Context: an optimization exercise on an open-source flow, tuned for small area and a short achievable clock period. The choices shown serve that exercise and are no tape-out recipe. No run shown here included a check of the RTL's function; only the layout flow was run. No activity file was given, so power comes from the tool's default toggle rates.

[design/flow/design.v]
module fa(input x, y, z, output s, c);
  assign s = x ^ y ^ z;
  assign c = (x & y) | (z & (x | y));
endmodule
module bsel(input a, b, one, two, neg, output pn);
  assign pn = ~(((a & one) | (b & two)) ^ neg);
endmodule
module bsel1(input a, s, neg, output pn);
  assign pn = ~((a & s) ^ neg);
endmodule
module hac(input xn, yn, output sn, cn);
  xnor_m u_s (.a(xn), .b(yn), .y(sn));
  or_m u_c (.a(xn), .b(yn), .y(cn));
endmodule
module xnor_m(input a, b, output y);
  assign y = ~(a ^ b);
endmodule
module or_m(input a, b, output y);
  assign y = a | b;
endmodule
module g_inv(input a, output y);
  assign y = ~a;
endmodule
module g_nand2(input a, b, output y);
  assign y = ~(a & b);
endmodule
module g_nor2(input a, b, output y);
  assign y = ~(a | b);
endmodule
module g_xor2(input a, b, output y);
  assign y = a ^ b;
endmodule
module g_xnor2(input a, b, output y);
  assign y = ~(a ^ b);
endmodule
module g_aoi21(input a, b, c, output y);
  assign y = ~(c | (a & b));
endmodule
module g_oai21(input a, b, c, output y);
  assign y = ~(c & (a | b));
endmodule
module dadda_16_16(mpd_in, mpr_in, op_out, clk);
  input clk;
  input [15:0] mpd_in, mpr_in;
  output [32:0] op_out;
  wire [17:0] ye = {2'b00, mpr_in};
  wire [7:0] e_one, e_two;
  genvar gi, gj;
  generate for (gi = 0; gi < 8; gi = gi + 1) begin : g_enc
    wire ym1 = (gi == 0) ? 1'b0 : ye[2*gi-1];
    assign e_one[gi] = ye[2*gi] ^ ym1;
    assign e_two[gi] = (ye[2*gi+1] & ~ye[2*gi] & ~ym1) | (~ye[2*gi+1] & ye[2*gi] & ym1);
  end endgenerate
  reg [15:0] x;
  reg [7:0] one, two, neg;
  reg [25:0] q0, q1;
  reg [5:0] ql;
  reg qc;
  wire carry_n = w270;
  wire [25:0] r0n, r1n;
  wire [5:0] sln;
  always @(posedge clk) begin
    x <= mpd_in;
    one <= e_one;
    two <= e_two;
    neg <= {mpr_in[15], mpr_in[13], mpr_in[11], mpr_in[9], mpr_in[7], mpr_in[5], mpr_in[3], mpr_in[1]};
    q0 <= r0n;
    q1 <= r1n;
    ql <= sln;
    qc <= ~carry_n;
  end
  wire [7:0] negn = ~neg;
  wire [16:0] ppn [0:7];
  generate for (gi = 0; gi < 8; gi = gi + 1) begin : g_pp
    for (gj = 0; gj < 17; gj = gj + 1) begin : g_ppj
      if (gj == 0) begin : g_lo
        bsel1 u_sel (.a(x[0]), .s(one[gi]), .neg(neg[gi]), .pn(ppn[gi][gj]));
      end else if (gj == 16) begin : g_hi
        bsel1 u_sel (.a(x[15]), .s(two[gi]), .neg(neg[gi]), .pn(ppn[gi][gj]));
      end else begin : g_mid
        bsel u_sel (.a(x[gj]), .b(x[gj-1]), .one(one[gi]), .two(two[gi]), .neg(neg[gi]), .pn(ppn[gi][gj]));
      end
    end
  end endgenerate
  wire [15:0] r8n;
  generate for (gj = 0; gj < 16; gj = gj + 1) begin : g_r8
    g_nand2 u_r8 (.a(x[gj]), .b(neg[7]), .y(r8n[gj]));
  end endgenerate
  wire ci1;
  wire ci2;
  wire ci3;
  wire ci4;
  wire ci5;
  wire ci6;
  wire w7;
  wire w8;
  wire w9;
  wire w10;
  wire w11;
  wire w12;
  wire w13;
  wire w14;
  wire w15;
  wire w16;
  wire w17;
  wire w18;
  wire w19;
  wire w20;
  wire w21;
  wire w22;
  wire w23;
  wire w24;
  wire w25;
  wire w26;
  wire w27;
  wire w28;
  wire w29;
  wire w30;
  wire w31;
  wire w32;
  wire w33;
  wire w34;
  wire w35;
  wire w36;
  wire w37;
  wire w38;
  wire w39;
  wire w40;
  wire w41;
  wire w42;
  wire w43;
  wire w44;
  wire w45;
  wire w46;
  wire w47;
  wire w48;
  wire w49;
  wire w50;
  wire w51;
  wire w52;
  wire w53;
  wire w54;
  wire w55;
  wire w56;
  wire w57;
  wire w58;
  wire w59;
  wire w60;
  wire w61;
  wire w62;
  wire w63;
  wire w64;
  wire w65;
  wire w66;
  wire w67;
  wire w68;
  wire w69;
  wire w70;
  wire w71;
  wire w72;
  wire w73;
  wire w74;
  wire w75;
  wire w76;
  wire w77;
  wire w78;
  wire w79;
  wire w80;
  wire w81;
  wire w82;
  wire w83;
  wire w84;
  wire w85;
  wire w86;
  wire w87;
  wire w88;
  wire w89;
  wire w90;
  wire w91;
  wire w92;
  wire w93;
  wire w94;
  wire w95;
  wire w96;
  wire w97;
  wire w98;
  wire w99;
  wire w100;
  wire w101;
  wire w102;
  wire w103;
  wire w104;
  wire w105;
  wire w106;
  wire w107;
  wire w108;
  wire w109;
  wire w110;
  wire w111;
  wire w112;
  wire w113;
  wire w114;
  wire w115;
  wire w116;
  wire w117;
  wire w118;
  wire w119;
  wire w120;
  wire w121;
  wire w122;
  wire w123;
  wire w124;
  wire w125;
  wire w126;
  wire w127;
  wire w128;
  wire w129;
  wire w130;
  wire w131;
  wire w132;
  wire w133;
  wire w134;
  wire w135;
  wire w136;
  wire w137;
  wire w138;
  wire w139;
  wire w140;
  wire w141;
  wire w142;
  wire w143;
  wire w144;
  wire w145;
  wire w146;
  wire w147;
  wire w148;
  wire w149;
  wire w150;
  wire w151;
  wire w152;
  wire w153;
  wire w154;
  wire w155;
  wire w156;
  wire w157;
  wire w158;
  wire w159;
  wire w160;
  wire w161;
  wire w162;
  wire w163;
  wire w164;
  wire w165;
  wire w166;
  wire w167;
  wire w168;
  wire w169;
  wire w170;
  wire w171;
  wire w172;
  wire w173;
  wire w174;
  wire w175;
  wire w176;
  wire w177;
  wire w178;
  wire w179;
  wire w180;
  wire w181;
  wire w182;
  wire w183;
  wire w184;
  wire w185;
  wire w186;
  wire w187;
  wire w188;
  wire w189;
  wire w190;
  wire w191;
  wire w192;
  wire w193;
  wire w194;
  wire w195;
  wire w196;
  wire w197;
  wire w198;
  wire w199;
  wire w200;
  wire w201;
  wire w202;
  wire w203;
  wire w204;
  wire w205;
  wire w206;
  wire w207;
  wire w208;
  wire w209;
  wire w210;
  wire w211;
  wire w212;
  wire w213;
  wire w214;
  wire w215;
  wire w216;
  wire w217;
  wire w218;
  wire w219;
  wire w220;
  wire w221;
  wire w222;
  wire w223;
  wire w224;
  wire w225;
  wire w226;
  wire w227;
  wire w228;
  wire w229;
  wire w230;
  wire w231;
  wire w232;
  wire w233;
  wire w234;
  wire w235;
  wire w236;
  wire w237;
  wire w238;
  wire w239;
  wire w240;
  wire w241;
  wire w242;
  wire w243;
  wire w244;
  wire w245;
  wire w246;
  wire w247;
  wire w248;
  wire w249;
  wire w250;
  wire w251;
  wire w252;
  wire w253;
  wire w254;
  wire w255;
  wire w256;
  wire w257;
  wire w258;
  wire w259;
  wire w260;
  wire w261;
  wire w262;
  wire w263;
  wire w264;
  wire w265;
  wire w266;
  wire w267;
  wire w268;
  wire w269;
  wire w270;
  assign ci1 = ~r8n[4];
  assign ci2 = ~r8n[6];
  assign ci3 = ~r8n[8];
  assign ci4 = ~r8n[10];
  assign ci5 = ~r8n[12];
  assign ci6 = ~r8n[14];
  hac u_w7 (.xn(negn[5]), .yn(ppn[0][10]), .sn(w7), .cn(w8));
  hac u_w9 (.xn(ppn[0][11]), .yn(ppn[1][9]), .sn(w9), .cn(w10));
  fa u_w11 (.x(negn[6]), .y(ppn[0][12]), .z(ppn[1][10]), .s(w11), .c(w12));
  hac u_w13 (.xn(ppn[2][8]), .yn(ppn[3][6]), .sn(w13), .cn(w14));
  fa u_w15 (.x(ppn[0][13]), .y(ppn[1][11]), .z(ppn[2][9]), .s(w15), .c(w16));
  hac u_w17 (.xn(ppn[3][7]), .yn(ppn[4][5]), .sn(w17), .cn(w18));
  fa u_w19 (.x(negn[7]), .y(ppn[0][14]), .z(ppn[1][12]), .s(w19), .c(w20));
  fa u_w21 (.x(ppn[2][10]), .y(ppn[3][8]), .z(ppn[4][6]), .s(w21), .c(w22));
  hac u_w23 (.xn(ppn[5][4]), .yn(ppn[6][2]), .sn(w23), .cn(w24));
  fa u_w25 (.x(ppn[0][15]), .y(ppn[1][13]), .z(ppn[2][11]), .s(w25), .c(w26));
  fa u_w27 (.x(ppn[3][9]), .y(ppn[4][7]), .z(ppn[5][5]), .s(w27), .c(w28));
  hac u_w29 (.xn(ppn[6][3]), .yn(ppn[7][1]), .sn(w29), .cn(w30));
  fa u_w31 (.x(r8n[0]), .y(ppn[0][16]), .z(ppn[1][14]), .s(w31), .c(w32));
  fa u_w33 (.x(ppn[2][12]), .y(ppn[3][10]), .z(ppn[4][8]), .s(w33), .c(w34));
  fa u_w35 (.x(ppn[5][6]), .y(ppn[6][4]), .z(ppn[7][2]), .s(w35), .c(w36));
  fa u_w37 (.x(r8n[1]), .y(negn[0]), .z(ppn[1][15]), .s(w37), .c(w38));
  fa u_w39 (.x(ppn[2][13]), .y(ppn[3][11]), .z(ppn[4][9]), .s(w39), .c(w40));
  fa u_w41 (.x(ppn[5][7]), .y(ppn[6][5]), .z(ppn[7][3]), .s(w41), .c(w42));
  fa u_w43 (.x(r8n[2]), .y(negn[0]), .z(ppn[1][16]), .s(w43), .c(w44));
  fa u_w45 (.x(ppn[2][14]), .y(ppn[3][12]), .z(ppn[4][10]), .s(w45), .c(w46));
  fa u_w47 (.x(ppn[5][8]), .y(ppn[6][6]), .z(ppn[7][4]), .s(w47), .c(w48));
  fa u_w49 (.x(r8n[3]), .y(neg[0]), .z(neg[1]), .s(w49), .c(w50));
  fa u_w51 (.x(ppn[2][15]), .y(ppn[3][13]), .z(ppn[4][11]), .s(w51), .c(w52));
  fa u_w53 (.x(ppn[5][9]), .y(ppn[6][7]), .z(ppn[7][5]), .s(w53), .c(w54));
  fa u_w55 (.x(ci1), .y(ppn[2][16]), .z(ppn[3][14]), .s(w55), .c(w56));
  fa u_w57 (.x(ppn[4][12]), .y(ppn[5][10]), .z(ppn[6][8]), .s(w57), .c(w58));
  fa u_w59 (.x(r8n[5]), .y(r8n[4]), .z(neg[2]), .s(w59), .c(w60));
  fa u_w61 (.x(ppn[3][15]), .y(ppn[4][13]), .z(ppn[5][11]), .s(w61), .c(w62));
  fa u_w63 (.x(ci2), .y(ppn[3][16]), .z(ppn[4][14]), .s(w63), .c(w64));
  fa u_w65 (.x(r8n[7]), .y(r8n[6]), .z(neg[3]), .s(w65), .c(w66));
  hac u_w67 (.xn(negn[3]), .yn(ppn[0][6]), .sn(w67), .cn(w68));
  hac u_w69 (.xn(ppn[0][7]), .yn(ppn[1][5]), .sn(w69), .cn(w70));
  fa u_w71 (.x(negn[4]), .y(ppn[0][8]), .z(ppn[1][6]), .s(w71), .c(w72));
  hac u_w73 (.xn(ppn[2][4]), .yn(ppn[3][2]), .sn(w73), .cn(w74));
  fa u_w75 (.x(ppn[0][9]), .y(ppn[1][7]), .z(ppn[2][5]), .s(w75), .c(w76));
  hac u_w77 (.xn(ppn[3][3]), .yn(ppn[4][1]), .sn(w77), .cn(w78));
  fa u_w79 (.x(ppn[1][8]), .y(ppn[2][6]), .z(ppn[3][4]), .s(w79), .c(w80));
  fa u_w81 (.x(ppn[4][2]), .y(ppn[5][0]), .z(w7), .s(w81), .c(w82));
  fa u_w83 (.x(ppn[2][7]), .y(ppn[3][5]), .z(ppn[4][3]), .s(w83), .c(w84));
  fa u_w85 (.x(ppn[5][1]), .y(w8), .z(w9), .s(w85), .c(w86));
  fa u_w87 (.x(ppn[4][4]), .y(ppn[5][2]), .z(ppn[6][0]), .s(w87), .c(w88));
  fa u_w89 (.x(w10), .y(w13), .z(w11), .s(w89), .c(w90));
  fa u_w91 (.x(ppn[5][3]), .y(ppn[6][1]), .z(w14), .s(w91), .c(w92));
  fa u_w93 (.x(w17), .y(w12), .z(w15), .s(w93), .c(w94));
  fa u_w95 (.x(ppn[7][0]), .y(w18), .z(w23), .s(w95), .c(w96));
  fa u_w97 (.x(w16), .y(w19), .z(w21), .s(w97), .c(w98));
  fa u_w99 (.x(w24), .y(w29), .z(w20), .s(w99), .c(w100));
  fa u_w101 (.x(w22), .y(w25), .z(w27), .s(w101), .c(w102));
  fa u_w103 (.x(w30), .y(w26), .z(w28), .s(w103), .c(w104));
  fa u_w105 (.x(w31), .y(w33), .z(w35), .s(w105), .c(w106));
  fa u_w107 (.x(w32), .y(w34), .z(w36), .s(w107), .c(w108));
  fa u_w109 (.x(w37), .y(w39), .z(w41), .s(w109), .c(w110));
  fa u_w111 (.x(w38), .y(w40), .z(w42), .s(w111), .c(w112));
  fa u_w113 (.x(w43), .y(w45), .z(w47), .s(w113), .c(w114));
  fa u_w115 (.x(w44), .y(w46), .z(w48), .s(w115), .c(w116));
  fa u_w117 (.x(w49), .y(w51), .z(w53), .s(w117), .c(w118));
  fa u_w119 (.x(ppn[7][6]), .y(w50), .z(w52), .s(w119), .c(w120));
  fa u_w121 (.x(w54), .y(w55), .z(w57), .s(w121), .c(w122));
  fa u_w123 (.x(ppn[6][9]), .y(ppn[7][7]), .z(w56), .s(w123), .c(w124));
  fa u_w125 (.x(w58), .y(w59), .z(w61), .s(w125), .c(w126));
  fa u_w127 (.x(ppn[5][12]), .y(ppn[6][10]), .z(ppn[7][8]), .s(w127), .c(w128));
  fa u_w129 (.x(w60), .y(w62), .z(w63), .s(w129), .c(w130));
  fa u_w131 (.x(ppn[4][15]), .y(ppn[5][13]), .z(ppn[6][11]), .s(w131), .c(w132));
  fa u_w133 (.x(ppn[7][9]), .y(w64), .z(w65), .s(w133), .c(w134));
  fa u_w135 (.x(ci3), .y(ppn[4][16]), .z(ppn[5][14]), .s(w135), .c(w136));
  fa u_w137 (.x(ppn[6][12]), .y(ppn[7][10]), .z(w66), .s(w137), .c(w138));
  fa u_w139 (.x(r8n[9]), .y(r8n[8]), .z(neg[4]), .s(w139), .c(w140));
  fa u_w141 (.x(ppn[5][15]), .y(ppn[6][13]), .z(ppn[7][11]), .s(w141), .c(w142));
  fa u_w143 (.x(ci4), .y(ppn[5][16]), .z(ppn[6][14]), .s(w143), .c(w144));
  fa u_w145 (.x(r8n[11]), .y(r8n[10]), .z(neg[5]), .s(w145), .c(w146));
  hac u_w147 (.xn(negn[2]), .yn(ppn[0][4]), .sn(w147), .cn(w148));
  hac u_w149 (.xn(ppn[0][5]), .yn(ppn[1][3]), .sn(w149), .cn(w150));
  fa u_w151 (.x(ppn[1][4]), .y(ppn[2][2]), .z(ppn[3][0]), .s(w151), .c(w152));
  fa u_w153 (.x(ppn[2][3]), .y(ppn[3][1]), .z(w68), .s(w153), .c(w154));
  fa u_w155 (.x(ppn[4][0]), .y(w70), .z(w73), .s(w155), .c(w156));
  fa u_w157 (.x(w74), .y(w77), .z(w72), .s(w157), .c(w158));
  fa u_w159 (.x(w78), .y(w76), .z(w79), .s(w159), .c(w160));
  fa u_w161 (.x(w80), .y(w83), .z(w82), .s(w161), .c(w162));
  fa u_w163 (.x(w84), .y(w87), .z(w86), .s(w163), .c(w164));
  fa u_w165 (.x(w88), .y(w91), .z(w90), .s(w165), .c(w166));
  fa u_w167 (.x(w92), .y(w95), .z(w94), .s(w167), .c(w168));
  fa u_w169 (.x(w96), .y(w98), .z(w99), .s(w169), .c(w170));
  fa u_w171 (.x(w100), .y(w102), .z(w103), .s(w171), .c(w172));
  fa u_w173 (.x(w104), .y(w106), .z(w107), .s(w173), .c(w174));
  fa u_w175 (.x(w108), .y(w110), .z(w111), .s(w175), .c(w176));
  fa u_w177 (.x(w112), .y(w114), .z(w115), .s(w177), .c(w178));
  fa u_w179 (.x(w116), .y(w118), .z(w119), .s(w179), .c(w180));
  fa u_w181 (.x(w120), .y(w122), .z(w123), .s(w181), .c(w182));
  fa u_w183 (.x(w127), .y(w124), .z(w126), .s(w183), .c(w184));
  fa u_w185 (.x(w128), .y(w131), .z(w130), .s(w185), .c(w186));
  fa u_w187 (.x(w132), .y(w135), .z(w137), .s(w187), .c(w188));
  fa u_w189 (.x(w136), .y(w139), .z(w141), .s(w189), .c(w190));
  fa u_w191 (.x(ppn[7][12]), .y(w140), .z(w142), .s(w191), .c(w192));
  fa u_w193 (.x(ppn[6][15]), .y(ppn[7][13]), .z(w144), .s(w193), .c(w194));
  fa u_w195 (.x(ci5), .y(ppn[6][16]), .z(ppn[7][14]), .s(w195), .c(w196));
  fa u_w197 (.x(r8n[13]), .y(r8n[12]), .z(neg[6]), .s(w197), .c(w198));
  hac u_w199 (.xn(negn[1]), .yn(ppn[0][2]), .sn(w199), .cn(w200));
  hac u_w201 (.xn(ppn[0][3]), .yn(ppn[1][1]), .sn(w201), .cn(w202));
  fa u_w203 (.x(ppn[1][2]), .y(ppn[2][0]), .z(w147), .s(w203), .c(w204));
  fa u_w205 (.x(ppn[2][1]), .y(w148), .z(w149), .s(w205), .c(w206));
  fa u_w207 (.x(w150), .y(w67), .z(w151), .s(w207), .c(w208));
  fa u_w209 (.x(w69), .y(w152), .z(w153), .s(w209), .c(w210));
  fa u_w211 (.x(w71), .y(w154), .z(w155), .s(w211), .c(w212));
  fa u_w213 (.x(w75), .y(w156), .z(w157), .s(w213), .c(w214));
  fa u_w215 (.x(w81), .y(w158), .z(w159), .s(w215), .c(w216));
  fa u_w217 (.x(w85), .y(w160), .z(w161), .s(w217), .c(w218));
  fa u_w219 (.x(w89), .y(w162), .z(w163), .s(w219), .c(w220));
  fa u_w221 (.x(w93), .y(w164), .z(w165), .s(w221), .c(w222));
  fa u_w223 (.x(w97), .y(w166), .z(w167), .s(w223), .c(w224));
  fa u_w225 (.x(w101), .y(w168), .z(w169), .s(w225), .c(w226));
  fa u_w227 (.x(w105), .y(w170), .z(w171), .s(w227), .c(w228));
  fa u_w229 (.x(w109), .y(w172), .z(w173), .s(w229), .c(w230));
  fa u_w231 (.x(w113), .y(w174), .z(w175), .s(w231), .c(w232));
  fa u_w233 (.x(w117), .y(w176), .z(w177), .s(w233), .c(w234));
  fa u_w235 (.x(w121), .y(w178), .z(w179), .s(w235), .c(w236));
  fa u_w237 (.x(w125), .y(w180), .z(w181), .s(w237), .c(w238));
  fa u_w239 (.x(w129), .y(w182), .z(w183), .s(w239), .c(w240));
  fa u_w241 (.x(w133), .y(w184), .z(w185), .s(w241), .c(w242));
  fa u_w243 (.x(w134), .y(w186), .z(w187), .s(w243), .c(w244));
  fa u_w245 (.x(w138), .y(w189), .z(w188), .s(w245), .c(w246));
  fa u_w247 (.x(w143), .y(w190), .z(w191), .s(w247), .c(w248));
  fa u_w249 (.x(w145), .y(w192), .z(w193), .s(w249), .c(w250));
  fa u_w251 (.x(w146), .y(w195), .z(w194), .s(w251), .c(w252));
  fa u_w253 (.x(ppn[7][15]), .y(w196), .z(w197), .s(w253), .c(w254));
  fa u_w255 (.x(ci6), .y(ppn[7][16]), .z(w198), .s(w255), .c(w256));
  fa u_w257 (.x(r8n[15]), .y(r8n[14]), .z(neg[7]), .s(w257), .c(w258));
  hac u_w259 (.xn(negn[0]), .yn(ppn[0][0]), .sn(w259), .cn(w260));
  hac u_w261 (.xn(ppn[0][1]), .yn(w260), .sn(w261), .cn(w262));
  fa u_w263 (.x(w199), .y(ppn[1][0]), .z(w262), .s(w263), .c(w264));
  fa u_w265 (.x(w200), .y(w201), .z(w264), .s(w265), .c(w266));
  fa u_w267 (.x(w202), .y(w203), .z(w266), .s(w267), .c(w268));
  fa u_w269 (.x(w204), .y(w205), .z(w268), .s(w269), .c(w270));
  g_nor2 u_g0 (.a(w206), .b(w207), .y(r0n[0]));
  g_xor2 u_p0 (.a(w206), .b(w207), .y(r1n[0]));
  g_nor2 u_g1 (.a(w208), .b(w209), .y(r0n[1]));
  g_xor2 u_p1 (.a(w208), .b(w209), .y(r1n[1]));
  g_nor2 u_g2 (.a(w210), .b(w211), .y(r0n[2]));
  g_xor2 u_p2 (.a(w210), .b(w211), .y(r1n[2]));
  g_nor2 u_g3 (.a(w212), .b(w213), .y(r0n[3]));
  g_xor2 u_p3 (.a(w212), .b(w213), .y(r1n[3]));
  g_nor2 u_g4 (.a(w214), .b(w215), .y(r0n[4]));
  g_xor2 u_p4 (.a(w214), .b(w215), .y(r1n[4]));
  g_nor2 u_g5 (.a(w216), .b(w217), .y(r0n[5]));
  g_xor2 u_p5 (.a(w216), .b(w217), .y(r1n[5]));
  g_nor2 u_g6 (.a(w218), .b(w219), .y(r0n[6]));
  g_xor2 u_p6 (.a(w218), .b(w219), .y(r1n[6]));
  g_nor2 u_g7 (.a(w220), .b(w221), .y(r0n[7]));
  g_xor2 u_p7 (.a(w220), .b(w221), .y(r1n[7]));
  g_nor2 u_g8 (.a(w222), .b(w223), .y(r0n[8]));
  g_xor2 u_p8 (.a(w222), .b(w223), .y(r1n[8]));
  g_nor2 u_g9 (.a(w224), .b(w225), .y(r0n[9]));
  g_xor2 u_p9 (.a(w224), .b(w225), .y(r1n[9]));
  g_nor2 u_g10 (.a(w226), .b(w227), .y(r0n[10]));
  g_xor2 u_p10 (.a(w226), .b(w227), .y(r1n[10]));
  g_nor2 u_g11 (.a(w228), .b(w229), .y(r0n[11]));
  g_xor2 u_p11 (.a(w228), .b(w229), .y(r1n[11]));
  g_nor2 u_g12 (.a(w230), .b(w231), .y(r0n[12]));
  g_xor2 u_p12 (.a(w230), .b(w231), .y(r1n[12]));
  g_nor2 u_g13 (.a(w232), .b(w233), .y(r0n[13]));
  g_xor2 u_p13 (.a(w232), .b(w233), .y(r1n[13]));
  g_nor2 u_g14 (.a(w234), .b(w235), .y(r0n[14]));
  g_xor2 u_p14 (.a(w234), .b(w235), .y(r1n[14]));
  g_nor2 u_g15 (.a(w236), .b(w237), .y(r0n[15]));
  g_xor2 u_p15 (.a(w236), .b(w237), .y(r1n[15]));
  g_nor2 u_g16 (.a(w238), .b(w239), .y(r0n[16]));
  g_xor2 u_p16 (.a(w238), .b(w239), .y(r1n[16]));
  g_nor2 u_g17 (.a(w240), .b(w241), .y(r0n[17]));
  g_xor2 u_p17 (.a(w240), .b(w241), .y(r1n[17]));
  g_nor2 u_g18 (.a(w242), .b(w243), .y(r0n[18]));
  g_xor2 u_p18 (.a(w242), .b(w243), .y(r1n[18]));
  g_nor2 u_g19 (.a(w244), .b(w245), .y(r0n[19]));
  g_xor2 u_p19 (.a(w244), .b(w245), .y(r1n[19]));
  g_nor2 u_g20 (.a(w246), .b(w247), .y(r0n[20]));
  g_xor2 u_p20 (.a(w246), .b(w247), .y(r1n[20]));
  g_nor2 u_g21 (.a(w248), .b(w249), .y(r0n[21]));
  g_xor2 u_p21 (.a(w248), .b(w249), .y(r1n[21]));
  g_nor2 u_g22 (.a(w250), .b(w251), .y(r0n[22]));
  g_xor2 u_p22 (.a(w250), .b(w251), .y(r1n[22]));
  g_nor2 u_g23 (.a(w252), .b(w253), .y(r0n[23]));
  g_xor2 u_p23 (.a(w252), .b(w253), .y(r1n[23]));
  g_nor2 u_g24 (.a(w254), .b(w255), .y(r0n[24]));
  g_xor2 u_p24 (.a(w254), .b(w255), .y(r1n[24]));
  g_nor2 u_g25 (.a(w256), .b(w257), .y(r0n[25]));
  g_xor2 u_p25 (.a(w256), .b(w257), .y(r1n[25]));
  assign sln[0] = w259;
  assign sln[1] = w261;
  assign sln[2] = w263;
  assign sln[3] = w265;
  assign sln[4] = w267;
  assign sln[5] = w269;
  wire a1;
  wire a2;
  wire a3;
  wire a4;
  wire a5;
  wire a6;
  wire a7;
  wire a8;
  wire a9;
  wire a10;
  wire a11;
  wire a12;
  wire a13;
  wire a14;
  wire a15;
  wire a16;
  wire a17;
  wire a18;
  wire a19;
  wire a20;
  wire a21;
  wire a22;
  wire a23;
  wire a24;
  wire a25;
  wire a26;
  wire a27;
  wire a28;
  wire a29;
  wire a30;
  wire a31;
  wire a32;
  wire a33;
  wire a34;
  wire a35;
  wire a36;
  wire a37;
  wire a38;
  wire a39;
  wire a40;
  wire a41;
  wire a42;
  wire a43;
  wire a44;
  wire a45;
  wire a46;
  wire a47;
  wire a48;
  wire a49;
  wire a50;
  wire a51;
  wire a52;
  wire a53;
  wire a54;
  wire a55;
  wire a56;
  wire a57;
  wire a58;
  wire a59;
  wire a60;
  wire a61;
  wire a62;
  wire a63;
  wire a64;
  wire a65;
  wire a66;
  wire a67;
  wire a68;
  wire a69;
  wire a70;
  wire a71;
  wire a72;
  wire a73;
  wire a74;
  wire a75;
  wire a76;
  wire a77;
  wire a78;
  wire a79;
  wire a80;
  wire a81;
  wire a82;
  wire a83;
  wire a84;
  wire a85;
  wire a86;
  wire a87;
  wire a88;
  wire a89;
  wire a90;
  wire a91;
  wire a92;
  wire a93;
  wire a94;
  wire a95;
  wire a96;
  wire a97;
  wire a98;
  wire a99;
  wire a100;
  wire a101;
  wire a102;
  wire a103;
  wire a104;
  wire a105;
  wire a106;
  wire a107;
  wire a108;
  wire a109;
  wire a110;
  wire a111;
  wire a112;
  wire a113;
  wire a114;
  wire a115;
  wire a116;
  wire a117;
  wire a118;
  wire a119;
  wire a120;
  wire a121;
  wire a122;
  wire a123;
  wire a124;
  wire a125;
  wire a126;
  wire a127;
  wire a128;
  wire a129;
  wire a130;
  wire a131;
  wire a132;
  wire a133;
  wire a134;
  wire a135;
  wire a136;
  wire a137;
  wire a138;
  wire a139;
  wire a140;
  wire a141;
  wire a142;
  wire a143;
  wire a144;
  wire a145;
  wire a146;
  g_aoi21 u_a1 (.a(q1[0]), .b(qc), .c(q0[0]), .y(a1));
  g_aoi21 u_a2 (.a(q1[2]), .b(q0[1]), .c(q0[2]), .y(a2));
  g_nand2 u_a3 (.a(q1[2]), .b(q1[1]), .y(a3));
  g_aoi21 u_a4 (.a(q1[4]), .b(q0[3]), .c(q0[4]), .y(a4));
  g_nand2 u_a5 (.a(q1[4]), .b(q1[3]), .y(a5));
  g_aoi21 u_a6 (.a(q1[6]), .b(q0[5]), .c(q0[6]), .y(a6));
  g_nand2 u_a7 (.a(q1[6]), .b(q1[5]), .y(a7));
  g_aoi21 u_a8 (.a(q1[8]), .b(q0[7]), .c(q0[8]), .y(a8));
  g_nand2 u_a9 (.a(q1[8]), .b(q1[7]), .y(a9));
  g_aoi21 u_a10 (.a(q1[10]), .b(q0[9]), .c(q0[10]), .y(a10));
  g_nand2 u_a11 (.a(q1[10]), .b(q1[9]), .y(a11));
  g_aoi21 u_a12 (.a(q1[12]), .b(q0[11]), .c(q0[12]), .y(a12));
  g_nand2 u_a13 (.a(q1[12]), .b(q1[11]), .y(a13));
  g_aoi21 u_a14 (.a(q1[14]), .b(q0[13]), .c(q0[14]), .y(a14));
  g_nand2 u_a15 (.a(q1[14]), .b(q1[13]), .y(a15));
  g_aoi21 u_a16 (.a(q1[16]), .b(q0[15]), .c(q0[16]), .y(a16));
  g_nand2 u_a17 (.a(q1[16]), .b(q1[15]), .y(a17));
  g_aoi21 u_a18 (.a(q1[18]), .b(q0[17]), .c(q0[18]), .y(a18));
  g_nand2 u_a19 (.a(q1[18]), .b(q1[17]), .y(a19));
  g_aoi21 u_a20 (.a(q1[20]), .b(q0[19]), .c(q0[20]), .y(a20));
  g_nand2 u_a21 (.a(q1[20]), .b(q1[19]), .y(a21));
  g_aoi21 u_a22 (.a(q1[22]), .b(q0[21]), .c(q0[22]), .y(a22));
  g_nand2 u_a23 (.a(q1[22]), .b(q1[21]), .y(a23));
  g_aoi21 u_a24 (.a(q1[24]), .b(q0[23]), .c(q0[24]), .y(a24));
  g_nand2 u_a25 (.a(q1[24]), .b(q1[23]), .y(a25));
  g_inv u_a26 (.a(a1), .y(a26));
  g_aoi21 u_a27 (.a(q1[1]), .b(a26), .c(q0[1]), .y(a27));
  g_oai21 u_a28 (.a(a3), .b(a1), .c(a2), .y(a28));
  g_inv u_a29 (.a(a4), .y(a29));
  g_aoi21 u_a30 (.a(q1[5]), .b(a29), .c(q0[5]), .y(a30));
  g_inv u_a31 (.a(a5), .y(a31));
  g_nand2 u_a32 (.a(q1[5]), .b(a31), .y(a32));
  g_oai21 u_a33 (.a(a7), .b(a4), .c(a6), .y(a33));
  g_nor2 u_a34 (.a(a7), .b(a5), .y(a34));
  g_inv u_a35 (.a(a8), .y(a35));
  g_aoi21 u_a36 (.a(q1[9]), .b(a35), .c(q0[9]), .y(a36));
  g_inv u_a37 (.a(a9), .y(a37));
  g_nand2 u_a38 (.a(q1[9]), .b(a37), .y(a38));
  g_oai21 u_a39 (.a(a11), .b(a8), .c(a10), .y(a39));
  g_nor2 u_a40 (.a(a11), .b(a9), .y(a40));
  g_inv u_a41 (.a(a12), .y(a41));
  g_aoi21 u_a42 (.a(q1[13]), .b(a41), .c(q0[13]), .y(a42));
  g_inv u_a43 (.a(a13), .y(a43));
  g_nand2 u_a44 (.a(q1[13]), .b(a43), .y(a44));
  g_oai21 u_a45 (.a(a15), .b(a12), .c(a14), .y(a45));
  g_nor2 u_a46 (.a(a15), .b(a13), .y(a46));
  g_inv u_a47 (.a(a16), .y(a47));
  g_aoi21 u_a48 (.a(q1[17]), .b(a47), .c(q0[17]), .y(a48));
  g_inv u_a49 (.a(a17), .y(a49));
  g_nand2 u_a50 (.a(q1[17]), .b(a49), .y(a50));
  g_oai21 u_a51 (.a(a19), .b(a16), .c(a18), .y(a51));
  g_nor2 u_a52 (.a(a19), .b(a17), .y(a52));
  g_inv u_a53 (.a(a20), .y(a53));
  g_aoi21 u_a54 (.a(q1[21]), .b(a53), .c(q0[21]), .y(a54));
  g_inv u_a55 (.a(a21), .y(a55));
  g_nand2 u_a56 (.a(q1[21]), .b(a55), .y(a56));
  g_oai21 u_a57 (.a(a23), .b(a20), .c(a22), .y(a57));
  g_nor2 u_a58 (.a(a23), .b(a21), .y(a58));
  g_inv u_a59 (.a(a24), .y(a59));
  g_aoi21 u_a60 (.a(q1[25]), .b(a59), .c(q0[25]), .y(a60));
  g_inv u_a61 (.a(a25), .y(a61));
  g_nand2 u_a62 (.a(q1[25]), .b(a61), .y(a62));
  g_aoi21 u_a63 (.a(q1[3]), .b(a28), .c(q0[3]), .y(a63));
  g_inv u_a64 (.a(a28), .y(a64));
  g_oai21 u_a65 (.a(a5), .b(a64), .c(a4), .y(a65));
  g_oai21 u_a66 (.a(a32), .b(a64), .c(a30), .y(a66));
  g_aoi21 u_a67 (.a(a34), .b(a28), .c(a33), .y(a67));
  g_aoi21 u_a68 (.a(q1[11]), .b(a39), .c(q0[11]), .y(a68));
  g_nand2 u_a69 (.a(q1[11]), .b(a40), .y(a69));
  g_inv u_a70 (.a(a39), .y(a70));
  g_oai21 u_a71 (.a(a13), .b(a70), .c(a12), .y(a71));
  g_nand2 u_a72 (.a(a43), .b(a40), .y(a72));
  g_oai21 u_a73 (.a(a44), .b(a70), .c(a42), .y(a73));
  g_inv u_a74 (.a(a44), .y(a74));
  g_nand2 u_a75 (.a(a74), .b(a40), .y(a75));
  g_aoi21 u_a76 (.a(a46), .b(a39), .c(a45), .y(a76));
  g_nand2 u_a77 (.a(a46), .b(a40), .y(a77));
  g_aoi21 u_a78 (.a(q1[19]), .b(a51), .c(q0[19]), .y(a78));
  g_nand2 u_a79 (.a(q1[19]), .b(a52), .y(a79));
  g_inv u_a80 (.a(a51), .y(a80));
  g_oai21 u_a81 (.a(a21), .b(a80), .c(a20), .y(a81));
  g_nand2 u_a82 (.a(a55), .b(a52), .y(a82));
  g_oai21 u_a83 (.a(a56), .b(a80), .c(a54), .y(a83));
  g_inv u_a84 (.a(a56), .y(a84));
  g_nand2 u_a85 (.a(a84), .b(a52), .y(a85));
  g_aoi21 u_a86 (.a(a58), .b(a51), .c(a57), .y(a86));
  g_nand2 u_a87 (.a(a58), .b(a52), .y(a87));
  g_inv u_a88 (.a(a67), .y(a88));
  g_aoi21 u_a89 (.a(q1[7]), .b(a88), .c(q0[7]), .y(a89));
  g_oai21 u_a90 (.a(a9), .b(a67), .c(a8), .y(a90));
  g_oai21 u_a91 (.a(a38), .b(a67), .c(a36), .y(a91));
  g_aoi21 u_a92 (.a(a40), .b(a88), .c(a39), .y(a92));
  g_oai21 u_a93 (.a(a69), .b(a67), .c(a68), .y(a93));
  g_inv u_a94 (.a(a71), .y(a94));
  g_oai21 u_a95 (.a(a72), .b(a67), .c(a94), .y(a95));
  g_inv u_a96 (.a(a73), .y(a96));
  g_oai21 u_a97 (.a(a75), .b(a67), .c(a96), .y(a97));
  g_oai21 u_a98 (.a(a77), .b(a67), .c(a76), .y(a98));
  g_inv u_a99 (.a(a86), .y(a99));
  g_aoi21 u_a100 (.a(q1[23]), .b(a99), .c(q0[23]), .y(a100));
  g_inv u_a101 (.a(a87), .y(a101));
  g_nand2 u_a102 (.a(q1[23]), .b(a101), .y(a102));
  g_oai21 u_a103 (.a(a25), .b(a86), .c(a24), .y(a103));
  g_nor2 u_a104 (.a(a25), .b(a87), .y(a104));
  g_oai21 u_a105 (.a(a62), .b(a86), .c(a60), .y(a105));
  g_nor2 u_a106 (.a(a62), .b(a87), .y(a106));
  g_aoi21 u_a107 (.a(q1[15]), .b(a98), .c(q0[15]), .y(a107));
  g_inv u_a108 (.a(a98), .y(a108));
  g_oai21 u_a109 (.a(a17), .b(a108), .c(a16), .y(a109));
  g_oai21 u_a110 (.a(a50), .b(a108), .c(a48), .y(a110));
  g_aoi21 u_a111 (.a(a52), .b(a98), .c(a51), .y(a111));
  g_oai21 u_a112 (.a(a79), .b(a108), .c(a78), .y(a112));
  g_inv u_a113 (.a(a82), .y(a113));
  g_aoi21 u_a114 (.a(a113), .b(a98), .c(a81), .y(a114));
  g_inv u_a115 (.a(a85), .y(a115));
  g_aoi21 u_a116 (.a(a115), .b(a98), .c(a83), .y(a116));
  g_oai21 u_a117 (.a(a87), .b(a108), .c(a86), .y(a117));
  g_oai21 u_a118 (.a(a102), .b(a108), .c(a100), .y(a118));
  g_aoi21 u_a119 (.a(a104), .b(a98), .c(a103), .y(a119));
  g_aoi21 u_a120 (.a(a106), .b(a98), .c(a105), .y(a120));
  g_xor2 u_a121 (.a(q1[0]), .b(qc), .y(a121));
  g_xnor2 u_a122 (.a(q1[1]), .b(a1), .y(a122));
  g_xnor2 u_a123 (.a(q1[2]), .b(a27), .y(a123));
  g_xor2 u_a124 (.a(q1[3]), .b(a28), .y(a124));
  g_xnor2 u_a125 (.a(q1[4]), .b(a63), .y(a125));
  g_xor2 u_a126 (.a(q1[5]), .b(a65), .y(a126));
  g_xor2 u_a127 (.a(q1[6]), .b(a66), .y(a127));
  g_xnor2 u_a128 (.a(q1[7]), .b(a67), .y(a128));
  g_xnor2 u_a129 (.a(q1[8]), .b(a89), .y(a129));
  g_xor2 u_a130 (.a(q1[9]), .b(a90), .y(a130));
  g_xor2 u_a131 (.a(q1[10]), .b(a91), .y(a131));
  g_xnor2 u_a132 (.a(q1[11]), .b(a92), .y(a132));
  g_xor2 u_a133 (.a(q1[12]), .b(a93), .y(a133));
  g_xor2 u_a134 (.a(q1[13]), .b(a95), .y(a134));
  g_xor2 u_a135 (.a(q1[14]), .b(a97), .y(a135));
  g_xor2 u_a136 (.a(q1[15]), .b(a98), .y(a136));
  g_xnor2 u_a137 (.a(q1[16]), .b(a107), .y(a137));
  g_xor2 u_a138 (.a(q1[17]), .b(a109), .y(a138));
  g_xor2 u_a139 (.a(q1[18]), .b(a110), .y(a139));
  g_xnor2 u_a140 (.a(q1[19]), .b(a111), .y(a140));
  g_xor2 u_a141 (.a(q1[20]), .b(a112), .y(a141));
  g_xnor2 u_a142 (.a(q1[21]), .b(a114), .y(a142));
  g_xnor2 u_a143 (.a(q1[22]), .b(a116), .y(a143));
  g_xor2 u_a144 (.a(q1[23]), .b(a117), .y(a144));
  g_xor2 u_a145 (.a(q1[24]), .b(a118), .y(a145));
  g_xnor2 u_a146 (.a(q1[25]), .b(a119), .y(a146));
  wire [25:0] hi;
  assign hi[0] = a121;
  assign hi[1] = a122;
  assign hi[2] = a123;
  assign hi[3] = a124;
  assign hi[4] = a125;
  assign hi[5] = a126;
  assign hi[6] = a127;
  assign hi[7] = a128;
  assign hi[8] = a129;
  assign hi[9] = a130;
  assign hi[10] = a131;
  assign hi[11] = a132;
  assign hi[12] = a133;
  assign hi[13] = a134;
  assign hi[14] = a135;
  assign hi[15] = a136;
  assign hi[16] = a137;
  assign hi[17] = a138;
  assign hi[18] = a139;
  assign hi[19] = a140;
  assign hi[20] = a141;
  assign hi[21] = a142;
  assign hi[22] = a143;
  assign hi[23] = a144;
  assign hi[24] = a145;
  assign hi[25] = a146;
  assign op_out = {1'b0, hi, ~ql};
endmodule
[design/flow/flow/run.sh]
#!/bin/bash
# Standard layout (the standard.sh) with two changes:
#  - after synthesis, flow/post_synth.tcl takes logic cells down to their
#    smallest drive strength (timing repair later sizes up what it needs);
#  - the port buffers are buf_1 cells (sized up by repair where needed).
set -euo pipefail
here=$(pwd)
bash standard.sh POST_SYNTH_TCL=$here/flow/post_synth.tcl \
  "BUFFER_PORTS_ARGS=-buffer_cell sky130_fd_sc_hd__buf_1" finish > $here/standard_flow.log 2>&1
[design/flow/flow/post_synth.tcl]
# After synthesis: take every logic cell down to the smallest drive strength
# of its own kind and drop the buffers synthesis inserted; timing repair in the
# later steps sizes up what the critical paths need.
set n_resized 0
foreach inst [get_cells *] {
  set master [get_property $inst ref_name]
  if {![regexp {^(sky130_fd_sc_hd__[a-z0-9]+)_([0-9]+)$} $master -> base size]} { continue }
  if {[regexp {__(df|dl|sdf|edf|conb|tap|fill|decap|clk)} $base]} { continue }
  set best ""
  set best_area 1e9
  foreach s {0 1 2 4} {
    set lc [get_lib_cells -quiet */${base}_$s]
    if {$lc eq ""} { continue }
    if {[get_property $lc dont_use]} { continue }
    set a [get_property $lc area]
    if {$a < $best_area} { set best_area $a; set best [get_name $lc] }
  }
  if {$best ne "" && $best ne $master} {
    replace_cell $inst $best
    incr n_resized
  }
}
puts "post_synth: resized $n_resized cells"
remove_buffers
[design/flow/standard.sh]
#!/bin/bash
# synth_recipe.tcl (not shown) runs the flow's synth.tcl, then flattens the netlist and writes it again
# the make line also repeats each setting of config.mk as NAME=value (left out here)
make -C /OpenROAD-flow-scripts/flow DESIGN_CONFIG=/design/flow/config.mk WORK_HOME=/design/flow/orfs CLKGATE_MAP_FILE= SYNTH_SCRIPT=/design/flow/synth_recipe.tcl "${@:-finish}"
[design/flow/config.mk]
export PLATFORM = sky130hd
export DESIGN_NAME = dadda_16_16
export DESIGN_NICKNAME = dadda_16_16
export VERILOG_FILES = /design/flow/design.v
export SDC_FILE = /design/flow/constraint.sdc
export NUM_CORES = 4
export LEC_CHECK = 0
export CAP_MARGIN = 20
export CORE_MARGIN = 2
export CORE_UTILIZATION = 55
export CTS_BUF_LIST = sky130_fd_sc_hd__clkbuf_4 sky130_fd_sc_hd__clkbuf_8
export SETUP_SLACK_MARGIN = 3.4
export SLEW_MARGIN = 20
export SYNTH_HIERARCHICAL = 1
[design/flow/constraint.sdc]
create_clock -name core_clock -period 7.0 [get_ports {clk}]
set_input_delay 1.4000 -clock core_clock [delete_from_list [all_inputs] [get_ports {clk}]]
set_output_delay 1.4000 -clock core_clock [all_outputs]
set_load 0.01 [all_outputs]
==> impl_results.md, run 1 <==
- Final GP Congestion: 0.836
- Post-Synthesis Net Count: 924
- Die height: around 130 um
- # IOs: between 60 and 70
- CP Class: flip-flop to primary output
- Row count: between 40 and 50
- CP Buf/Inv Count: 3
- Fillers: 1243
- Clock buffer depth: 2
- Initial drt markers: approximately 340
- WHS: about 0.81 ns
- Die extent in x: ~130 um
- Syn Std Cell Area: a little over 0.008 mm2
- Hold buffer count at CTS: 0
- Pre-antenna DRT Iters: 5
- Total core area: between 0.01 and 0.015 mm2
- Pwr dens: between 400 and 500 mW/mm2
- Initial antenna violation count: 0
- Total grt overflow: 0
- VDD IR-drop max: 0.193 mV
- Initial core utilization: a little under three fifths
- RSZ-0062 raised after global routing: true
- Fin crit share: 51.4%
- Status: finished clean
- Cells after Synth: 775
- WL per Instance: 18.8 um
- Largest net degree at the start of global routing: 36
- Port Buf Inserts: between 60 and 70
- Number of max-cap violations: 0
- Avg Cell Area, Syn: around 10 um2
- Top delay family on crit path: buffers and inverters
- Slowest stage delay, CP: approximately 0.4 ns
- Sink Count: between 90 and 100
- Critical Path Sink Type: primary output
- Slew @ Worst Pin: between 0.6 and 0.7 ns
- Multi-input gate area in the final layout: ~0.006 mm2
- Critical Path AT: 2.20 ns
- Clock root buffer: clkbuf_8
- Final Critical Period: approximately 3.6 ns
- Final setup viols: 0
- GRT Total Usage: between 20% and 30%
- Nets: approximately 1000
- Clock Latency Late Sink: 0.40 ns
- Slew HR: between 50% and 60%
- Clock-pin slew on the worst setup and hold paths: 0.11 ns
- Worst min path class: flip-flop to flip-flop
- First-pass GRT wire length: 33600 um
- Remaining antenna violation count: 0
- Crit path cell chain: nand2_1 > nor2_2 > nand2_1 > o21ai_2 > buf_6 > clkinvlp_4 > o21ai_1 > xor2_1 > buf_1
- Register area: ~0.0020 mm2
- Vias: 6190
- DIE AREA: around 0.016 mm2
- Vias in the first global route: approximately 6800
- Number of CTS-inserted buffers: 9
- P_leak: approximately 3.5 nW
- CTS tree: done
- Fmax: ~280 MHz
- Avg Vias per Cell: 5.86
- Slew Limit Fails: 0
- Number of H-tree levels: 3
- Slowest CP cell: dfxtp_1
- WP data required: ~5.6 ns
- Fraction of layout cells with a size suffix above 1: 11.4%
- WL final: between 15000 and 20000 um
- Final Hold Viols: 0
- Final core occ: 62.5%
- Number of remaining DRC errors: 0
- Startpoint Class: flip-flop
- Detailed placement HPWL: about 14000 um
- Area Growth Syn to Fin: 11.8%
- Yosys warnings: 7
- Final worst clock skew: around 0.020 ns
- Top cell by count, worst path: nand2_1
- Crit-path max FO: 7
- Fin Setup TNS: 0 ns
- ANT cells: 0
==> per-layer routing <==
layer	vias to the layer above	GRT usage (%)	part of all wire [%]
met3	47	5.09	5.8
met5	-	0	0
met4	0	12.2	3.0
li1	2792	-	-
met2	249	46.6	51
met1	3102	32.7	40
==> worst register-to-register path, stage by stage (launching register included) <==
cell and delay (ns):
dfxtp_1 0.67, a22oi_1 0.21, xor2_1 0.31, fa_1 0.47, fa_1 0.47, fa_1 0.57, fa_1 0.45, xor2_1 0.17
==> timing repair <==
item                       CTS  global route
pin swaps                    2             5
setup endpoints to repair   21            31
resized for setup           19            65
setup buffers                3             4
==> stage by stage <==
step	instances	instance area [um2]	setup WS [ns]	power (mW)
after floorplan	775	8060	3.40	2.75
after detailed placement	1034	8620	3.11	3.35
after CTS	1052	8840	3.40	3.75
final	1056	9010	3.40	3.83
after global placement	1034	8620	3.17	3.27
after global routing	1056	9010	3.23	4.21
==> flip-flops by register name (all words and copies together) (netlist names) <==
register  count
neg           8
one           8
q0           25
q1           26
qc            1
ql            6
two           8
x            16
==> cells in the final DEF (no fill, tap or decap), drive strengths merged <==
master	instances
nand2b	7
clkinv	2
o21ai	31
xnor2	27
conb	1
or2	16
clkinvlp	1
nand3b	7
a21oi	33
nor2b	1
fa	116
nor2	31
clkbuf	14
a22oi	120
inv	48
buf	77
nand2	58
dfxtp	98
xor2	184
==> worst paths after layout <==
kind	from	end	slack [ns]	cells past startpoint
worst max-delay path	q1[12]	op_out[23]	3.40	9
worst min-delay path	x[0]	ql[0]	0.81	3
worst max register to register	one[0]	q1[9]	3.56	7
worst min register to register	x[0]	ql[0]	0.81	3
==> final cells by class <==
type                    instances  area share [%]
multi-input cells             632            67.0
flip-flops and latches         98            22.4
repair buffers                 82            4.28
well taps                     184            2.55
inverters                      45            1.92
clock buffers                   9            1.37
clock inverters                 6           0.528
==> power by group <==
group / switching, mW / internal (mW) / total (mW)
combinational: 1.33 / 1.16 / 2.49
clock: 0.215 / 0.132 / 0.347
sequential: 0.190 / 0.795 / 0.986
total: 1.74 / 2.09 / 3.83
==> inputs of run 2 (changes only) <==
--- a/design/flow/config.mk
+++ b/design/flow/config.mk
@@ -7,7 +7,7 @@
 export LEC_CHECK = 0
 export CAP_MARGIN = 20
 export CORE_MARGIN = 2
-export CORE_UTILIZATION = 55
+export CORE_UTILIZATION = 70
 export CTS_BUF_LIST = sky130_fd_sc_hd__clkbuf_4 sky130_fd_sc_hd__clkbuf_8
 export SETUP_SLACK_MARGIN = 3.4
 export SLEW_MARGIN = 20
==> impl_results.md, run 2 <==
- Status: finished clean
- Detailed placement HPWL: around 13000 um
- Crit path cell chain: nand2_1 > o21ai_2 > a21oi_1 > o21ai_2 > buf_6 > clkinvlp_4 > o21ai_2 > xor2_1 > clkbuf_2
- Pwr dens: between 400 and 500 mW/mm2
- Final GP Congestion: roughly 0.9
- RSZ-0062 raised after global routing: true
- Critical Path AT: 2.12 ns
- WP data required: 5.60 ns
- First-pass GRT wire length: 31500 um
- Number of H-tree levels: 3
- Number of cells on the critical path: 9
- Fin crit share: between 50% and 60%
- Switching share of power: between 40% and 50%
- # IOs: 66
- Number of remaining DRC errors: 0
- Seq pwr share: between 20% and 30%
- Vias in the first global route: around 6500
- Hold path cells: 3
- WHS: 0.823 ns
- Post-Synthesis Net Count: 924
- Finished Layout Cells: roughly 1000
- Final worst clock skew: 0.0145 ns
- Syn Std Cell Area: about 0.0081 mm2
- Fillers: around 780
- Clock-pin slew on the worst setup and hold paths: roughly 0.1 ns
- Vias: roughly 6300
- Final WS setup: approximately 3.5 ns
- Multi-input gate area in the final layout: around 0.0060 mm2
- Area Growth Syn to Fin: 10.9%
- Nets: between 1000 and 1500
- Final Critical Period: 3.52 ns
- Clock root buffer: clkbuf_8
- Register area: between 0.002 and 0.0025 mm2
- VDD IR-drop max: 0.379 mV
- Reg2Reg Depth: 7
- Combinational share of power: 64.6%
- Slowest stage delay, CP: 0.36 ns
- Switching pwr: between 1.5 and 2 mW
- Port Buf Inserts: 64
- Reg with most FFs: q1
- Most frequent cells in the layout: xor2_1 (184), a22oi_1 (120), fa_1 (116)
- Slew @ Worst Pin: roughly 0.67 ns
- Top delay family on crit path: compound AO/OA/AOI/OAI gates
- Clock buffer depth: 2
- Crit-path max FO: 7
- Avg Vias per Cell: 6.19
- Slowest CP cell: dfxtp_2
- Largest regs: q1 x26, q0 x25, x x16
- CP Buf/Inv Count: 3
- Slew HR: a little under three fifths
- Avg Cell Area, Syn: about 10 um2
- Final setup viols: 0
- Initial drt markers: approximately 560
- Setup WS pre-CTS: 3.16 ns
- Number of CTS-inserted buffers: 9
- Fmax: 284 MHz
- Max reg flops: 26
- GRT Total Usage: between 30 and 40%
- Remaining antenna violation count: 0
- ANT cells: 0
- Worst min path class: flip-flop to flip-flop
- WL per Instance: ~19 um
- Initial core utilization: a little under three quarters
- Clock Power Share: around 10%
- Final Hold Viols: 0
- Slew Limit Fails: 0
- Total core area: between 0.01 and 0.015 mm2
- WL final: slightly below 20000 um
- Critical Path Sink Type: primary output
- P_int: between 2 and 2.5 mW
- Pre-antenna DRT Iters: 6
- Top cell by count, worst path: o21ai_2
- Largest net degree at the start of global routing: 36
- Cells after Synth: 775
- Die extent in x: 111 um
- Yosys warnings: 7
- Fin Setup TNS: 0 ns
- Final Cell Area: 0.00894 mm2
- Startpoint Class: flip-flop
- Post-DP Area: 0.00856 mm2
- Fraction of layout cells with a size suffix above 1: a little over a tenth
- CTS tree: done
- Row count: 39
- DIE AREA: ~0.012 mm2
- Die height: 111 um
- CP Class: flip-flop to primary output
- Inst Count DP: ~990
- Clock Latency Late Sink: 0.39 ns
- Sink Count: just under 100
- Commonest non-fill, non-tap cell in the layout: xor2_1
- P_leak: ~3.5 nW
- Initial antenna violation count: 0
- Number of max-cap violations: 0
- Total grt overflow: 0
## run 2: path summary, 6_finish.rpt
check	end	from	slack, ns
min	ql[0]	x[0]	0.82
min reg2reg	ql[0]	x[0]	0.82
max reg2reg	q1[14]	one[7]	3.52
max	op_out[29]	q1[9]	3.48
## run 2: area by class of cell
type                    instances  share of cell area (%)
multi-input cells             632                    67.3
flip-flops and latches         98                    22.5
repair buffers                 79                    4.04
well taps                     143                    2.00
inverters                      45                    1.93
clock buffers                   9                    1.38
clock inverters                 6                   0.811
## run 2: stage by stage
stage	total power [mW]	util [%]
after global placement	3.23	75.7
after CTS	3.78	77.9
after detailed placement	3.34	75.7
after global routing	4.21	79.0
after floorplan	2.75	-
final	3.85	79.0
## run 2: power by group through the flow
stage               logic (mW)  clock network (mW)  registers, mW
finish                    2.49               0.386          0.977
global route              2.80               0.410          0.996
CTS                       2.43               0.393          0.957
detailed placement        2.37                   0          0.963
global placement          2.27                   0          0.954
floorplan                 1.83                   0          0.927
## run 2: worst reg2reg max path, delay by kind of cell, from the launching register on
family | cells | cell delay [ns]
compound gates | 1 | 0.23
xor+xnor | 2 | 0.38
flops | 1 | 0.76
fa+ha+maj | 4 | 2.00
## run 2: timing repair
item | 4_1_cts | 5_1_grt
pin swaps | 3 | 9
hold endpoints to repair | 0 | 0
hold buffers | 0 | 0
resized for setup | 16 | 64
setup buffers | 2 | 2
setup endpoints to repair | 19 | 24
## run 2: per-layer routing
layer	vias up	part of all wire, %	wire length, um	track usage [%]
li1	2785	-	-	-
met1	3057	38	7250	40.9
met2	349	49	9520	54.2
met3	72	8.9	1720	6.45
met4	0	4.1	791	14.0
met5	-	0	0	0
==> inputs of run 3 (changes only) <==
--- a/design/flow/config.mk
+++ b/design/flow/config.mk
@@ -7,8 +7,10 @@
 export LEC_CHECK = 0
 export CAP_MARGIN = 20
 export CORE_MARGIN = 2
-export CORE_UTILIZATION = 70
-export CTS_BUF_LIST = sky130_fd_sc_hd__clkbuf_4 sky130_fd_sc_hd__clkbuf_8
+export CORE_UTILIZATION = 55
+export CTS_BUF_LIST = sky130_fd_sc_hd__clkbuf_8 sky130_fd_sc_hd__clkbuf_16
+export CTS_CLUSTER_DIAMETER = 60
+export CTS_CLUSTER_SIZE = 30
 export SETUP_SLACK_MARGIN = 3.4
 export SLEW_MARGIN = 20
 export SYNTH_HIERARCHICAL = 1
==> impl_results.md, run 3 <==
- Largest regs: q1 x26, q0 x25, x x16
- WHS: just over 0.8 ns
- Critical Path AT: 2.08 ns
- Post-Synthesis Net Count: just over 900
- Reg with most FFs: q1
- Fmax: ~290 MHz
- Detailed placement HPWL: around 14000 um
- Slowest stage delay, CP: between 0.3 and 0.4 ns
- Vias: 6116
- DIE AREA: ~0.016 mm2
- Largest net degree at the start of global routing: 36
- Clock root buffer: clkbuf_16
- Final Power: 3.87 mW
- Hold wc startpoint: x[0]
- Inst Count DP: 1034
- Fin Setup TNS: 0 ns
- GRT met1 Usage: between 30% and 40%
- Post-DP Area: 0.00862 mm2
- Nets: roughly 1000
- Yosys warnings: 7
- Vias in the first global route: 6827
- Initial core utilization: a little under three fifths
- Die height: between 100 and 150 um
- Row count: 44
- Sink Count: 98
- Clock buffer depth: 2
- First-pass GRT wire length: 33500 um
- RSZ-0062 raised after global routing: true
- Setup WS pre-CTS: around 3.1 ns
- Clock-pin slew on the worst setup and hold paths: ~0.080 ns
- Number of H-tree levels: 3
- Reg2reg start: two[7]
- Number of CTS-inserted buffers: 9
- Slowest CP cell: dfxtp_1
- Total grt overflow: 0
- Worst min path class: flip-flop to flip-flop
- Startpoint Class: flip-flop
- Top cell by count, worst path: o21ai_1
- Fin crit share: 49.7%
- CTS tree: done
- Die extent in x: between 100 and 150 um
- Pwr dens: 429 mW/mm2
- Remaining antenna violation count: 0
- Number of max-cap violations: 0
- Fraction of layout cells with a size suffix above 1: 8.16%
- Slew Limit Fails: 0
- ANT cells: 0
- WP data required: around 5.6 ns
- CP startpoint: q1[4]
- Final GP Congestion: 0.836
- Final Hold Viols: 0
- GRT Total Usage: roughly 27%
- Pre-antenna DRT Iters: 5
- Avg Vias per Cell: about 5.8
- Final worst clock skew: roughly 0.013 ns
- Port Buf Inserts: 64
- Final core occ: a little over three fifths
- # IOs: between 60 and 70
- Final Critical Period: between 3 and 4 ns
- VDD IR-drop max: 0.186 mV
- Final setup viols: 0
- Critical Path Sink Type: primary output
- Number of remaining DRC errors: 0
- Crit-path max FO: 7
- Avg Cell Area, Syn: 10.4 um2
- WL per Instance: 18.5 um
- Max reg flops: 26
- Final WS setup: ~3.5 ns
- Initial drt markers: around 350
- P_leak: around 3.6 nW
- Syn Std Cell Area: 0.00806 mm2
- Met2 Use GR: a little under half
- WL final: 19500 um
- CP Class: flip-flop to primary output
- Gr busiest metal: met2
- Area Growth Syn to Fin: 12.0%
- Most frequent cells in the layout: xor2_1 (184), a22oi_1 (120), fa_1 (116)
- Crit path cell chain: nand2_1 > nor2_1 > a21oi_4 > o21ai_1 > buf_4 > inv_1 > o21ai_1 > xor2_1 > buf_1
- Initial antenna violation count: 0
- Commonest non-fill, non-tap cell in the layout: xor2_1
- Total core area: 0.0144 mm2
- Status: finished clean
- Slew @ Worst Pin: approximately 0.72 ns
- Final Cell Area: approximately 0.0090 mm2
- Slew HR: 51.8%
- Clock Latency Late Sink: around 0.35 ns
- Finished Layout Cells: around 1100
- GR Util met3: 5.91%
- Cells after Synth: 775
==> run 3: final cells by class <==
| cell class | count | area, um2 |
|---|---|---|
| multi-input combinational | 632 | 6000 |
| fill | 1239 | 5390 |
| sequential | 98 | 2000 |
| timing repair buffer | 80 | 363 |
| tap | 184 | 230 |
| clock buffer | 9 | 225 |
| inverter | 45 | 169 |
| clock inverter | 6 | 47.5 |
==> run 3: critical path: cells and delay by family (launching register included) <==
| kind | cells | cell delay [ns] |
|---|---|---|
| compound gates | 3 | 0.42 |
| xor+xnor | 1 | 0.16 |
| buf+inv | 3 | 0.46 |
| flops | 1 | 0.38 |
| simple gates | 2 | 0.30 |
==> run 3: report_power, final <==
group	internal, mW	total, mW	switching (mW)	leakage [nW]
clock network	0.244	0.470	0.225	0.138
logic	1.13	2.43	1.30	2.60
registers	0.785	0.970	0.186	0.825
total	2.16	3.87	1.71	3.56
==> run 3: worst paths after layout <==
check | cells past startpoint | endpoint | slack, ns
hold reg to reg | 3 | ql[0] | 0.81
setup reg to reg | 7 | q1[13] | 3.54
hold / removal | 3 | ql[0] | 0.81
setup / recovery | 9 | op_out[23] | 3.52
==> run 3: what timing repair did <==
| action | in CTS | in global routing |
|---|---|---|
| pin swaps | 2 | 2 |
| hold buffers | 0 | 0 |
| buffers inserted | 3 | 2 |
| gates resized for setup | 11 | 43 |
| endpoints found under the setup margin | 20 | 30 |
==> run 3: metal layers <==
metal / routed length (um) / vias up
met5: 0 / -
met4: 540 / 0
met3: 1190 / 43
met2: 9990 / 242
met1: 7780 / 3047
li1: - / 2784
==> inputs of run 4 (changes only) <==
--- a/design/flow/config.mk
+++ b/design/flow/config.mk
@@ -7,10 +7,8 @@
 export LEC_CHECK = 0
 export CAP_MARGIN = 20
 export CORE_MARGIN = 2
-export CORE_UTILIZATION = 55
+export CORE_UTILIZATION = 70
 export CTS_BUF_LIST = sky130_fd_sc_hd__clkbuf_8 sky130_fd_sc_hd__clkbuf_16
-export CTS_CLUSTER_DIAMETER = 60
-export CTS_CLUSTER_SIZE = 30
 export SETUP_SLACK_MARGIN = 3.4
 export SLEW_MARGIN = 20
 export SYNTH_HIERARCHICAL = 1
==> impl_results.md, run 4 <==
- Seq pwr share: 24.5%
- Fillers: just under 800
- Slew Limit Fails: 0
- Initial antenna violation count: 0
- Finished Layout Cells: 1012
- Yosys warnings: 7
- Total core area: ~0.011 mm2
- Hold path cells: 3
- VDD IR-drop max: around 0.36 mV
- DIE AREA: about 0.012 mm2
- Post-DP Area: about 0.0086 mm2
- Clock Latency Late Sink: 0.36 ns
- Fin Setup TNS: 0 ns
- Combinational share of power: 62.6%
- Fmax: 283 MHz
- GRT Total Usage: 32.6%
- Fin crit share: 50.6%
- Largest net degree at the start of global routing: 36
- Startpoint Class: flip-flop
- Avg Vias per Cell: 6.19
- Clock Power Share: 13.0%
- Crit-path max FO: 7
- Number of max-cap violations: 0
- Clock root buffer: clkbuf_16
- Switching pwr: 1.75 mW
- Syn Std Cell Area: roughly 0.008 mm2
- Clock buffer depth: 2
- Final Critical Period: approximately 3.5 ns
- Final Cell Area: about 0.0090 mm2
- Sink Count: 98
- RSZ-0062 raised after global routing: true
- ANT cells: 0
- Total grt overflow: 0
- P_int: between 2 and 2.5 mW
- Pwr dens: around 440 mW/mm2
- Worst r2r dst: q1[14]
- Final Hold Viols: 0
- Fraction of layout cells with a size suffix above 1: roughly a tenth
- Critical Path Sink Type: primary output
- Max reg flops: 26
- Largest regs: q1 x26, q0 x25, x x16
- Detailed placement HPWL: approximately 13000 um
- Slew HR: between 40% and 50%
- R2r setup slk: between 3 and 4 ns
- Worst min path class: flip-flop to flip-flop
- CP Class: flip-flop to primary output
- WP data required: ~5.6 ns
- WL final: roughly 19000 um
- Port Buf Inserts: 64
- Final setup viols: 0
- Vias: 6267
- Critical Path AT: 2.14 ns
- Reg2Reg Depth: 7
- Number of remaining DRC errors: 0
- # IOs: 66
- Cells after Synth: between 700 and 800
- Hold wc startpoint: x[0]
- WHS Endpoint: ql[0]
- Post-Synthesis Net Count: approximately 920
- Most frequent cells in the layout: xor2_1 (184), a22oi_1 (120), fa_1 (116)
- Pre-antenna DRT Iters: 6
- WL per Instance: around 19 um
- Switching share of power: between 40% and 50%
- Number of CTS-inserted buffers: 9
- First-pass GRT wire length: 31900 um
- Initial core utilization: roughly 71%
- Row count: 39
- Nets: roughly 1000
- Avg Cell Area, Syn: 10.4 um2
- Inst Count DP: ~1000
- Reg with most FFs: q1
- Commonest non-fill, non-tap cell in the layout: xor2_1
- Final worst clock skew: 0.0141 ns
- Area Growth Syn to Fin: 11.7%
- CTS tree: done
- Clock-pin slew on the worst setup and hold paths: approximately 0.080 ns
- Reg2reg start: two[6]
- Status: finished clean
- P_leak: ~3.6 nW
- Number of H-tree levels: 3
- Final GP Congestion: ~0.88
- Hold buffer count at CTS: 0
- Die height: 111 um
- Initial drt markers: roughly 460
- Die extent in x: around 110 um
- Vias in the first global route: approximately 6500
- Remaining antenna violation count: 0
- Slew @ Worst Pin: ~0.76 ns
==> run 4: how the worst max path moves through the flow <==
stage / startpoint / endpoint / slack, ns / cells past startpoint
3_5_place_dp: q1[0] / op_out[30] / 3.16 / 9
6_report: q1[9] / op_out[30] / 3.46 / 9
3_3_place_gp: q1[0] / op_out[23] / 3.24 / 9
5_1_grt: q1[9] / op_out[30] / 3.32 / 9
2_1_floorplan: neg[7] / q1[15] / 3.40 / 7
4_1_cts: q1[4] / op_out[30] / 3.43 / 9
==> run 4: layer usage <==
metal | wire, um | share of wire [%] | global-route usage [%] | up-vias
met2 | 9730 | 50 | 55.4 | 324
met1 | 7220 | 37 | 41.4 | 3101
met4 | 673 | 3.5 | 13.9 | 0
li1 | - | - | - | 2789
met5 | 0 | 0 | 0 | -
met3 | 1690 | 8.7 | 5.96 | 53
==> run 4: repair_timing <==
| action | in CTS | in global routing |
|---|---|---|
| cloned | 0 | 0 |
| setup endpoints to repair | 18 | 22 |
| buffers inserted | 2 | 2 |
| pin swaps | 2 | 3 |
| gates resized for setup | 9 | 55 |
==> run 4: power groups by stage <==
stage | clock [mW] | combinational, mW | sequential, mW
floorplan | 0 | 1.83 | 0.927
global placement | 0 | 2.27 | 0.954
detailed placement | 0 | 2.37 | 0.963
CTS | 0.520 | 2.42 | 0.954
global route | 0.539 | 2.78 | 0.987
finish | 0.512 | 2.47 | 0.968
==> run 4: worst max-delay path, stage by stage, from the launching register on <==
cell and delay (ns):
dfxtp_1 0.38, nand2_1 0.13, o21ai_2 0.23, a21oi_1 0.09
o21ai_1 0.09, buf_4 0.20, clkinvlp_4 0.17, o21ai_1 0.18
xor2_1 0.17, clkbuf_2 0.15
==> run 4: layout make-up <==
type / count / area, um2 / area share (%)
Inverter: 45 / 173 / 1.92
Multi-Input combinational cell: 632 / 6000 / 66.6
Clock buffer: 9 / 225 / 2.50
Timing Repair Buffer: 79 / 359 / 3.99
Sequential cell: 98 / 2000 / 22.2
Clock inverter: 6 / 72.6 / 0.805
Tap cell: 143 / 179 / 1.99
==> run 4: stage by stage <==
stage	util (%)	power [mW]	setup slack [ns]	hold slack [ns]
after floorplan	-	2.75	3.40	0.753
after detailed placement	75.7	3.34	3.16	0.856
after global placement	75.7	3.23	3.24	0.836
after global routing	79.6	4.31	3.32	0.863
final	79.6	3.95	3.46	0.817
after CTS	78.7	3.90	3.43	0.861

==> port drivers added, routing unchanged <==
Ports are ideal in the flow. The routed layouts listed here were re-timed in OpenROAD. Step 1: set_driving_cell puts a clkbuf_16 on clk and a buf_2 on each other input, an assumption about the parent block. Step 2 moves the port delays by t, midway between the first and last clock arrival at a register: inputs arrive t later, outputs are due t later. That takes back most of the time a late clock gives input paths. Three values: ideal, step 1, step 2; two values: the first two.
run | t (ns) | slack for setup (ns) | worst register clock-pin slew, ns | worst slew at a driven data input, ns
run 1 | 0.428 | 3.404 / 3.366 / 3.562 | 0.11 / 0.11 | 0.04
run 2 | 0.419 | 3.477 / 3.442 / 3.520 | 0.11 / 0.11 | 0.04
run 3 | 0.389 | 3.523 / 3.481 / 3.537 | 0.08 / 0.08 | 0.04
run 4 | 0.394 | 3.461 / 3.419 / 3.487 | 0.08 / 0.08 | 0.04
After both steps every run listed still meets setup and hold.
